Background: an optimization exercise with open tools, aiming at small area. Do not read the settings as production practice.
Function was checked by simulation only, so behaviour that the tests miss may differ from the original.
Power is estimated from default activity; no workload was simulated.

===== flow/design.v =====
`timescale 1ns / 1ps
module mips_controller(
input[5:0] opcode,
output reg reg_dst,
output reg jump,
output reg branch,
output reg mem_rd,
output reg mem_wrt,
output reg [1:0] alu_op,
output reg mem2reg,
output reg alu_src,
output reg reg_write,
output reg and_data2alu,
output reg bne
);
always @(*)
begin
reg_dst=0;
jump = 0;
branch= 0;
mem_rd=0;
mem_wrt=0;
alu_op = 2'b00;
mem2reg= 0;
alu_src=0;
reg_write=0;
and_data2alu=0;
bne=0;
case (opcode)
6'b000000 : begin reg_dst=1; reg_write=1; alu_op = 2'b10; end  
6'b100011 : begin alu_src=1; mem2reg= 1;  reg_write=1; mem_rd=1; alu_op = 2'b00; end  
6'b101011 : begin alu_src=1; mem_wrt=1;  alu_op = 2'b00;  end  
6'b000100 : begin branch= 1; alu_op = 2'b01; end  
6'b000101: begin bne = 1; alu_op = 2'b01; end  
6'b000010 : begin jump = 1;  end  
6'b001000 : begin reg_dst=0; alu_src=1; mem2reg= 0;  reg_write=1; alu_op = 2'b00; end  
6'b001100 : begin reg_dst=0; mem2reg= 0;  reg_write=1; alu_op = 2'b10; and_data2alu = 1; end  
endcase
end   
endmodule
`timescale 1ns / 1ps
module alu_ctrl(
input [1:0] alu_op,
input [5:0] func,
output reg [3:0] alu_ctrl,
output reg jr,
output reg shift_ren,
output reg shift_len,
output reg shift_data2reg
);
always @(*)
begin
alu_ctrl = 4'b0000;
jr = 1'b0;
shift_ren = 0;
shift_len = 0;
shift_data2reg = 0;
if(alu_op == 2'b00)
alu_ctrl = 4'b0010;  
if(alu_op == 2'b01)
alu_ctrl = 4'b0110;  
if(alu_op == 2'b10 )
begin
   case(func)
	6'b100000 : alu_ctrl = 4'b0010;  
	6'b100010 : alu_ctrl = 4'b0110;  
	6'b100100 : alu_ctrl = 4'b0000;  
	6'b100101 : alu_ctrl = 4'b0001;  
	6'b101010 : alu_ctrl = 4'b0111;  
	6'b001000 : jr = 1'b1;
	6'b000000 : begin shift_len = 1; shift_data2reg = 1; end
	6'b000010 : begin shift_ren = 1; shift_data2reg = 1; end
	endcase
end
end
endmodule
`timescale 1ns / 1ps
module mips_alu(
input [3:0] alu_ctrl,
input [31:0]in1,
input [31:0]in2,
output reg [31:0] alu_out,
output zero,
output reg cout
);
assign zero = (alu_out==0);
always @(alu_ctrl, in1, in2)
begin
cout = 0;
	case (alu_ctrl)
	4'd0 : alu_out = in1 & in2;
   4'd1 : alu_out = in1 | in2;
   4'd2 : {cout,alu_out} = in1 + in2;
   4'd6 : alu_out =  in1 - in2;
  	4'd7 : alu_out = (in1 < in2) ? 32'd1 : 32'd0;
	4'd12 : alu_out = ~(in1 | in2);
	default : alu_out = 0;
	endcase
end
endmodule
`timescale 1ns / 1ps
module reg_file(
input [4:0] rd_addr1,
input [4:0] rd_addr2,
input [4:0] wrt_addr,
input [31:0] wrt_data,
input wrt_ctrl,
output [31:0] rd_data1,
output [31:0] rd_data2,
input clk,
input rst
);
reg [31:0] reg_blk [0:31];
assign rd_data1 = reg_blk[rd_addr1];
assign rd_data2 = reg_blk[rd_addr2];
always @(posedge clk or posedge rst)
begin
   if (rst) begin
      reg_blk[0]  <= 32'h0;reg_blk[1]  <= 32'h00000000;reg_blk[2]  <= 32'h00000000;       
      reg_blk[3]  <= 32'h00000000;    reg_blk[4]  <= 32'h00000000;       
      reg_blk[5]  <= 32'h00000000;       
      reg_blk[6]  <= 32'h00000000;       
      reg_blk[7]  <= 32'h00000000;       
      reg_blk[8]  <= 32'h00000000;       
      reg_blk[9]  <= 32'h00000000;       
      reg_blk[10] <= 32'h00000000;       
      reg_blk[11] <= 32'h00000000;       
      reg_blk[12] <= 32'h00000000;       
      reg_blk[13] <= 32'h00000000;       
      reg_blk[14] <= 32'h00000000;       
      reg_blk[15] <= 32'h00000000;       
      reg_blk[16] <= 32'h00000000;      
      reg_blk[17] <= 32'h0;       
      reg_blk[18] <= 32'h0;       
      reg_blk[19] <= 32'h0;       
      reg_blk[20] <= 32'h0;       
      reg_blk[21] <= 32'h0;      
      reg_blk[22] <= 32'h0;
      reg_blk[23] <= 32'h0;
		reg_blk[24] <= 32'h0;
      reg_blk[25] <= 32'h0;
		reg_blk[26] <= 32'h0;
      reg_blk[27] <= 32'h0;
		reg_blk[28] <= 32'h0;
      reg_blk[29] <= 32'h0;
		reg_blk[30] <= 32'h0;
      reg_blk[31] <= 32'h0;
end
else if(wrt_ctrl)
reg_blk[wrt_addr] <= wrt_data;
end
endmodule
`timescale 1ns / 1ps
module shifter(
input [31:0] datain,
input [4:0] shftamt,
output reg[31:0] data_out,
input shift_len,
input shift_ren
);
always @(*)
begin
data_out = 32'd0;
if(shift_ren)
data_out = datain >> shftamt;
if(shift_len)
data_out = datain << shftamt;
end
endmodule
`timescale 1ns / 1ps
module mips_datapath(
input reg_dst,
input jump,
input jr,
input branch,
input bne,
input [31:0] inst,
input mem2reg,
input alu_src,
input [3:0] alu_ctrl,
input clk,
input reset,
input reg_wrt,
input [31:0] mem_data,
output reg [31:0] pc,
input shift_ren,
input shift_len,
input shift_data2reg,
input and_data2alu,
output [31:0] data_mem_addr,
output [31:0] sw_data
);
wire [31:0] rd_dat1,rd_dat2;
wire [31:0] alu_data;
wire alu_zero;
wire [31:0] pc_d;
wire [4:0] write_addr;
wire [31:0] alu_in2;
wire [31:0] reg_data;
wire brnch_qualify;
wire bne_qualify;
wire [31:0] inc_pc_by4;
wire [31:0] bta;
wire [31:0] bta_or_inc_pc;
wire [31:0] pc_nxt;
wire [31:0] jmp_addr;
wire [31:0] mem_or_alu;
wire [31:0] sigext_or_reg_data;
wire [31:0] shift_dataout;
reg_file u1_reg_file (   
            .rd_addr1(inst[25:21]),
            .rd_addr2(inst[20:16]),
            .wrt_addr(write_addr),
            .wrt_data(reg_data),
            .wrt_ctrl(reg_wrt),
            .rd_data1(rd_dat1),
            .rd_data2(rd_dat2), 
            .clk(clk),
            .rst(reset)				
		     );
mips_alu u2_alu (
                .alu_ctrl(alu_ctrl),
                .in1(rd_dat1),
                .in2(alu_in2),
                .alu_out(alu_data),
                .zero(alu_zero),
                .cout()
);
shifter u3_shifter (
                 .datain(rd_dat2),
                 .shftamt(inst[10:6]),
                 .data_out(shift_dataout),
                 .shift_ren(shift_ren),
                 .shift_len(shift_len)
);
always @(posedge clk or posedge reset)
begin
	if(reset)
	pc <= 32'd0;
	else
	pc <= pc_nxt;
end
assign write_addr = (reg_dst) ? inst[15:11] : inst[20:16];
assign sigext_or_reg_data = (alu_src) ? ({{16{inst[15]}},inst[15:0]}) : rd_dat2;
assign mem_or_alu = (mem2reg) ? mem_data : alu_data;
assign brnch_qualify = alu_zero & branch;
assign bne_qualify  = ~alu_zero & bne;
assign inc_pc_by4 = pc + 32'd4;
assign bta = inc_pc_by4 + (({{16{inst[15]}},inst[15:0]}) << 2) ;
assign bta_or_inc_pc = (brnch_qualify) ? bta : inc_pc_by4;
assign pc_d = jump ? {inc_pc_by4[31:28],{inst[25:0] << 2}} :  bta_or_inc_pc;
assign jmp_addr = jr ? rd_dat1 : pc_d;
assign reg_data = shift_data2reg ? shift_dataout : mem_or_alu;
assign alu_in2 = (and_data2alu) ? ({{16{1'b0}},inst[15:0]}) : sigext_or_reg_data;
assign data_mem_addr = alu_data;
assign sw_data = rd_dat2;
assign pc_nxt = bne_qualify ? bta : jmp_addr;
endmodule
`timescale 1ns / 1ps
module processor(
input clock, 
input reset,
output[31:0] PC, 
input [31:0] Inst,  
output MemRead,     
output MemWrite,
output [31:0] Addr,  
output [31:0] Din,   
input [31:0] Dout    
);
wire w_reg_dst;
wire w_jmp;
wire w_jmp_reg;
wire w_branch;
wire w_mem2reg;
wire w_alu_src;
wire [3:0] w_alu_ctrl;
wire w_reg_write;
wire w_shift_ren;
wire w_shift_len;
wire w_shift_data2reg;
wire w_and_data2alu;
wire [1:0] w_alu_op;
wire w_bne;
mips_datapath dat_path_inst(
.reg_dst (w_reg_dst),
.jump(w_jmp),
.jr(w_jmp_reg),
.branch(w_branch),
.inst(Inst),
.mem2reg(w_mem2reg),
.alu_src(w_alu_src),
.alu_ctrl(w_alu_ctrl),
.clk(clock),
.reset(reset),
.reg_wrt(w_reg_write),
.mem_data(Dout),
.pc(PC),
.shift_ren(w_shift_ren),
.shift_len(w_shift_len),
.shift_data2reg(w_shift_data2reg),
.and_data2alu(w_and_data2alu),
.data_mem_addr(Addr),
.sw_data(Din),
.bne(w_bne)
);
mips_controller ctrl_inst (
.opcode(Inst[31:26]),
.reg_dst(w_reg_dst),
.jump(w_jmp),
.branch(w_branch),
.mem_rd(MemRead),
.mem_wrt(MemWrite),
.alu_op(w_alu_op),
.mem2reg(w_mem2reg),
.alu_src(w_alu_src),
.reg_write(w_reg_write),
.and_data2alu(w_and_data2alu),
.bne(w_bne)
);
alu_ctrl alu_ctrl_inst(
.alu_op(w_alu_op),
.func(Inst[5:0]),
.alu_ctrl(w_alu_ctrl),
.jr(w_jmp_reg),
.shift_ren(w_shift_ren),
.shift_len(w_shift_len),
.shift_data2reg(w_shift_data2reg)
);
endmodule

===== flow/constraint.sdc =====
create_clock -name core_clock -period 14.0 [get_ports {clock}]
set_input_delay 2.8000 -clock core_clock [delete_from_list [all_inputs] [get_ports {clock}]]
set_output_delay 2.8000 -clock core_clock [all_outputs]
set_load 0.01 [all_outputs]

===== flow/run.sh =====
#!/bin/bash
# synth_recipe.tcl (not shown) runs the flow's synth.tcl, then flattens the netlist and writes it again
# the make line also repeats each setting of config.mk as NAME=value (left out here)
make -C /OpenROAD-flow-scripts/flow DESIGN_CONFIG=/design/flow/config.mk WORK_HOME=/design/flow/orfs CLKGATE_MAP_FILE= SYNTH_SCRIPT=/design/flow/synth_recipe.tcl finish

===== flow/config.mk =====
export PLATFORM = sky130hd
export DESIGN_NAME = processor
export DESIGN_NICKNAME = processor
export VERILOG_FILES = /design/flow/design.v
export SDC_FILE = /design/flow/constraint.sdc
export NUM_CORES = 4
export LEC_CHECK = 0
export CAP_MARGIN = 20
export CORE_MARGIN = 2
export CORE_UTILIZATION = 40
export SLEW_MARGIN = 20

==> metrics.sh <==
GLOBALROUTE.TOTALOVERFLOW=0
DRT_PASS1_ITERATIONS=12
CTS.REPAIR.RESIZED=0
CLOCK_SKEW_AFTER_LAYOUT_NS=0.0541
NETS=7603
CORE_REGION_AREA_SQ_UM=156000
ANT_NETS=0
FIN_CRIT_NS=12.86
CRIT_PATH_START_KIND='input port'
REG2REG_DEPTH=21
CLK_TRANSITION_REPORTED_PATHS_NS=0.07
SEQUENTIAL_POWER_SHARE=0.386
IOPINCOUNT=164
POWER.IR.VDD_WORST_mV=0.0988
YS_SEQ_AREA_FRAC=0.419
SYNTHESIS.NETS=7778
SINKS_ON_CLOCK_NET=1056
GRT_ANTENNA_BEFORE_REPAIR=21
FINAL_CORE_UTIL=0.460
FIN_WORST_HOLD_SLACK_NS=0.505
HOLD-PATH-CELL-COUNT=2
POWER.DENSITY_nW_PER_UM2=125
FILLERS=15300
COMBPWRFRAC=0.240
TOTALPOWERFINAL_uW=9020
YS.WARNINGS.COUNT=7
POST_DRT_WL_PER_CELL_MICRONS=37.4
HOLD_PATH_CLASS='reg -> reg'
STD_CELL_ROWS=145
REMAINING_DRC_ERRORS=0
POST_SYNTH_MAIN_AREA_CONTRIBUTORS='sky130_fd_sc_hd__dfrtp_1, sky130_fd_sc_hd__o21ai_0, sky130_fd_sc_hd__nand3_1'
SYNTH-EDFF-COUNT=0
CLK_ROOT_BUFFER_CELL='sky130_fd_sc_hd__clkbuf_16'
CRITICAL_PATH.MAX_FANOUT=14
VIAS_PER_CELL=7.16
DIE_AREA_SQ_UM=161000
PLACE_AREA_SQ_UM=67700
PLACED_CELLS=9348
PATH_CLASS='in -> out'
WORSTSKEWPAIRLATENCY_NS=0.80
STDCELL_AREA_SQ_UM=71900
SYN-MEAN-INSTANCE-AREA_SQ_UM=8.32
WORSTMARGINPINSLEW_NS=1.31
SLEW-LIMIT-HEADROOM=0.121
SLEW_VIOLATIONS=0
FINALWEIGHTEDCONGESTION=1.07
RSZ_0062_RAISED_AFTER_GLOBAL_ROUTING='false'
SYNTH_AREA_SQ_UM=63100
SYNTH.TOP_CELL.AREA_SHARE=0.419
CLOCK_PATH_BUFFERS=3
H_TREE_LEVELS=3
FLOORPLAN.DIE.HEIGHT_MICRONS=401
SYNTHCELLS=7583
STATUS='timing/DRC/antenna clean'
HOLDBUFCOUNTCTS=0
COUNT_OF_MAXIMUM_CAPACITANCE_VIOLATIONS=0
GLOBAL_ROUTE_WIRE_LENGTH_BEFORE_REPAIR_MICRONS=498000
GRT_UTIL_ALL_LAYERS=0.431
END_KIND='primary output'
FP.DIEW_MICRONS=401
SYNTH_CELL_TYPE_COUNT=95
AREA_DELTA_SYNTH_FINAL_PCT=13.9
SYNTH_FLOP_CELL='sky130_fd_sc_hd__dfrtp_1'
NUMCTSBUFFERS=115
SYNTH_TOP_CELL_BY_AREA='sky130_fd_sc_hd__dfrtp_1'
ARRIVAL_NS=10.06
SETUP_VIOLATIONS=0
LEAKAGE_uW=0.0301
CELLINTERNALPOWER_uW=5920
CTS_SETUP_BUFFERS=0
ASYNC_FLOP_SHARE=1.00
FMAX_GHz=0.0778
ROUTED_WL_MICRONS=358000
INITIAL_UTILIZATION=0.404
FIRST_GLOBAL_VIAS=64000
LAYOUT-DRIVE-GT1-SHARE=0.0934
POWER_SWITCHING_uW=3100
HOLD_VIOLATIONS=0
CP_DATA_REQUIRED_TIME_NS=11.20
INITIAL_DRC_COUNT=12000
POST-ROUTE-PERIOD-UTIL=0.919
GRT_MAX_DEGREE=175
SYNTH_SEQ_CELLS=1056
DR_TOTAL_VIAS=68600
POWER.CLOCK.FRACTION=0.374
FINAL-INSTANCE-COUNT-EXCL-FILL=9573
SWSHARE=0.344
DP.FINAL_HPWL_MICRONS=230000
PORT_BUFFERS=163
TRITONCTS='done'
-- sequential cells by signal, summed over array words and instances (netlist names) --
signal	count
dat_path_inst.u1_reg_file.reg_blk	1024
dat_path_inst.pc	32
-- per-stage QoR --
step                      setup TNS, ns  worst slack, ns
final                                 0             1.14
after global routing                  0             1.18
after CTS                             0             1.61
after detailed placement              0             1.64
after global placement                0             1.57
after floorplan                -3549.78            -3.36
-- critical path, cell delays in order --
cell and delay (ns):
sky130_fd_sc_hd__clkdlybuf4s50_1 0.73, sky130_fd_sc_hd__nand2_1 0.53, sky130_fd_sc_hd__nor2_4 0.97, sky130_fd_sc_hd__buf_4 0.38, sky130_fd_sc_hd__buf_4 0.26, sky130_fd_sc_hd__a22o_1 0.19, sky130_fd_sc_hd__a221oi_1 0.05, sky130_fd_sc_hd__nand3_1 0.12
sky130_fd_sc_hd__o32a_1 0.54, sky130_fd_sc_hd__inv_1 0.09, sky130_fd_sc_hd__ha_1 0.54, sky130_fd_sc_hd__nand2_1 0.23, sky130_fd_sc_hd__nor3_1 0.77, sky130_fd_sc_hd__a21oi_1 0.26, sky130_fd_sc_hd__o221ai_1 0.39, sky130_fd_sc_hd__a31oi_1 0.12
sky130_fd_sc_hd__mux2i_1 0.20, sky130_fd_sc_hd__a21oi_1 0.17, sky130_fd_sc_hd__inv_1 0.11, sky130_fd_sc_hd__clkdlybuf4s50_1 0.54
-- routing by layer --
metal / wire length (microns) / track usage / share of wire
met5: 368 / 0.00684 / 0.0010
met4: 34800 / 0.322 / 0.097
met3: 53300 / 0.187 / 0.15
met2: 143000 / 0.609 / 0.40
met1: 127000 / 0.516 / 0.35
-- power by group through the flow --
stage | Sequential (uW) | Clock [uW] | Combinational, uW
after CTS | 3470 | 3370 | 2080
after global routing | 3490 | 3490 | 2280
final | 3480 | 3380 | 2170
after global placement | 3520 | 0 | 2060
after floorplan | 3450 | 0 | 1230
after detailed placement | 3520 | 0 | 2070
-- synth_stat cells, drive strengths merged, types with 23 or more instances --
master and n:
a2111oi 24, a211oi 47, a21o 30, a21oi 554, a221oi 174, a22o 195, a22oi 228, a31oi 61
a32o 36, a32oi 54, and2 49, and3 47, buf 198, clkbuf 549, dfrtp 1056, ha 126
inv 136, mux2i 137, nand2 839, nand2b 25, nand3 710, nand4 245, nor2 617, nor2b 25
nor3 109, nor4 56, o21ai 797, o221ai 41, o22ai 23, o31ai 23, o32a 39, or3 23
xnor2 38, xor2 25
-- kinds of logic (layout without fill, tap and decap cells) --
| logic type | count (synthesis) | after routing | share of synthesized area |
|---|---|---|---|
| other | 0 | 11 | 0 |
| AO/OA/AOI/OAI | 2461 | 2461 | 0.255 |
| buffers and inverters | 883 | 804 | 0.0549 |
| multiplexers | 162 | 162 | 0.0267 |
| AND/OR/NAND/NOR | 2829 | 2829 | 0.210 |
| XOR/XNOR | 63 | 63 | 0.00874 |
| flip-flops | 1056 | 1056 | 0.419 |
| adder cells (fa/ha/maj) | 129 | 129 | 0.0259 |
-- path summary, 6_finish.rpt --
check,from,endpoint,slack [ns]
min in group asynchronous,reset,dat_path_inst.u1_reg_file.reg_blk[2][20],2.26
max in group asynchronous,reset,dat_path_inst.u1_reg_file.reg_blk[24][2],9.05
min,dat_path_inst.u1_reg_file.reg_blk[25][10],dat_path_inst.u1_reg_file.reg_blk[25][10],0.50
max,Inst[21],Addr[25],1.14
max reg2reg,dat_path_inst.u1_reg_file.reg_blk[1][8],dat_path_inst.pc[21],5.34
min reg2reg,dat_path_inst.u1_reg_file.reg_blk[25][10],dat_path_inst.u1_reg_file.reg_blk[25][10],0.50
-- cell type report --
type                       count  area (sq um)  area share
inverter                     136           514     0.00715
antenna                       11          27.5    0.000383
sequential                  1056         26400       0.367
clock buffer                 159          3330      0.0464
multi-input combinational   5644         34100       0.475
tap                         2058          2570      0.0358
clock inverter                54           798      0.0111
timing repair buffer         455          4100      0.0570
-- layout by cell type, fill, tap and decap left out, types with 38 or more instances in the layout --
cell                              count
sky130_fd_sc_hd__a211oi_1            38
sky130_fd_sc_hd__a21oi_1            552
sky130_fd_sc_hd__a221oi_1           172
sky130_fd_sc_hd__a22o_1             195
sky130_fd_sc_hd__a22oi_1            210
sky130_fd_sc_hd__a31oi_1             56
sky130_fd_sc_hd__a32oi_1             54
sky130_fd_sc_hd__and3_1              46
sky130_fd_sc_hd__buf_4              265
sky130_fd_sc_hd__clkbuf_16          116
sky130_fd_sc_hd__clkdlybuf4s50_1    157
sky130_fd_sc_hd__dfrtp_1           1056
sky130_fd_sc_hd__ha_1               126
sky130_fd_sc_hd__inv_1              132
sky130_fd_sc_hd__mux2i_1            137
sky130_fd_sc_hd__nand2_1            817
sky130_fd_sc_hd__nand3_1            710
sky130_fd_sc_hd__nand4_1            245
sky130_fd_sc_hd__nor2_1             578
sky130_fd_sc_hd__nor3_1              99
sky130_fd_sc_hd__nor4_1              51
sky130_fd_sc_hd__o21ai_0            751
sky130_fd_sc_hd__o21ai_1             44
sky130_fd_sc_hd__o221ai_1            41
sky130_fd_sc_hd__o32a_1              39
sky130_fd_sc_hd__xnor2_1             38

-- what the ideal ports hide --
The results above use ideal ports. As a check the final layout listed here was re-extracted and re-timed, cells and wires unchanged.
Step 1 (the two cells are an assumption about what drives the block):
set clk [get_ports {clock}]
set_driving_cell -lib_cell sky130_fd_sc_hd__clkbuf_16 $clk
set_driving_cell -lib_cell sky130_fd_sc_hd__buf_2 [delete_from_list [all_inputs] $clk]
Step 2 moves the port delays by t, midway between the first and last clock arrival at a register: inputs arrive t later, outputs are due t later. That takes back most of the time a late clock gives input paths.
Slacks: ideal / step 1 / step 2; pairs: ideal / step 1.
shift t [ns]: 0.850
setup slack, ns: 1.141 / 1.102 / 1.102
worst setup path after step 2: input to output
worst slew at a driven data input, ns: 0.23
cell pins on the clock port's net: 1
After both steps this run still meets setup and hold. For this run, drivers alone change the setup slack by -0.039 ns; drivers and shift together by -0.039 ns.
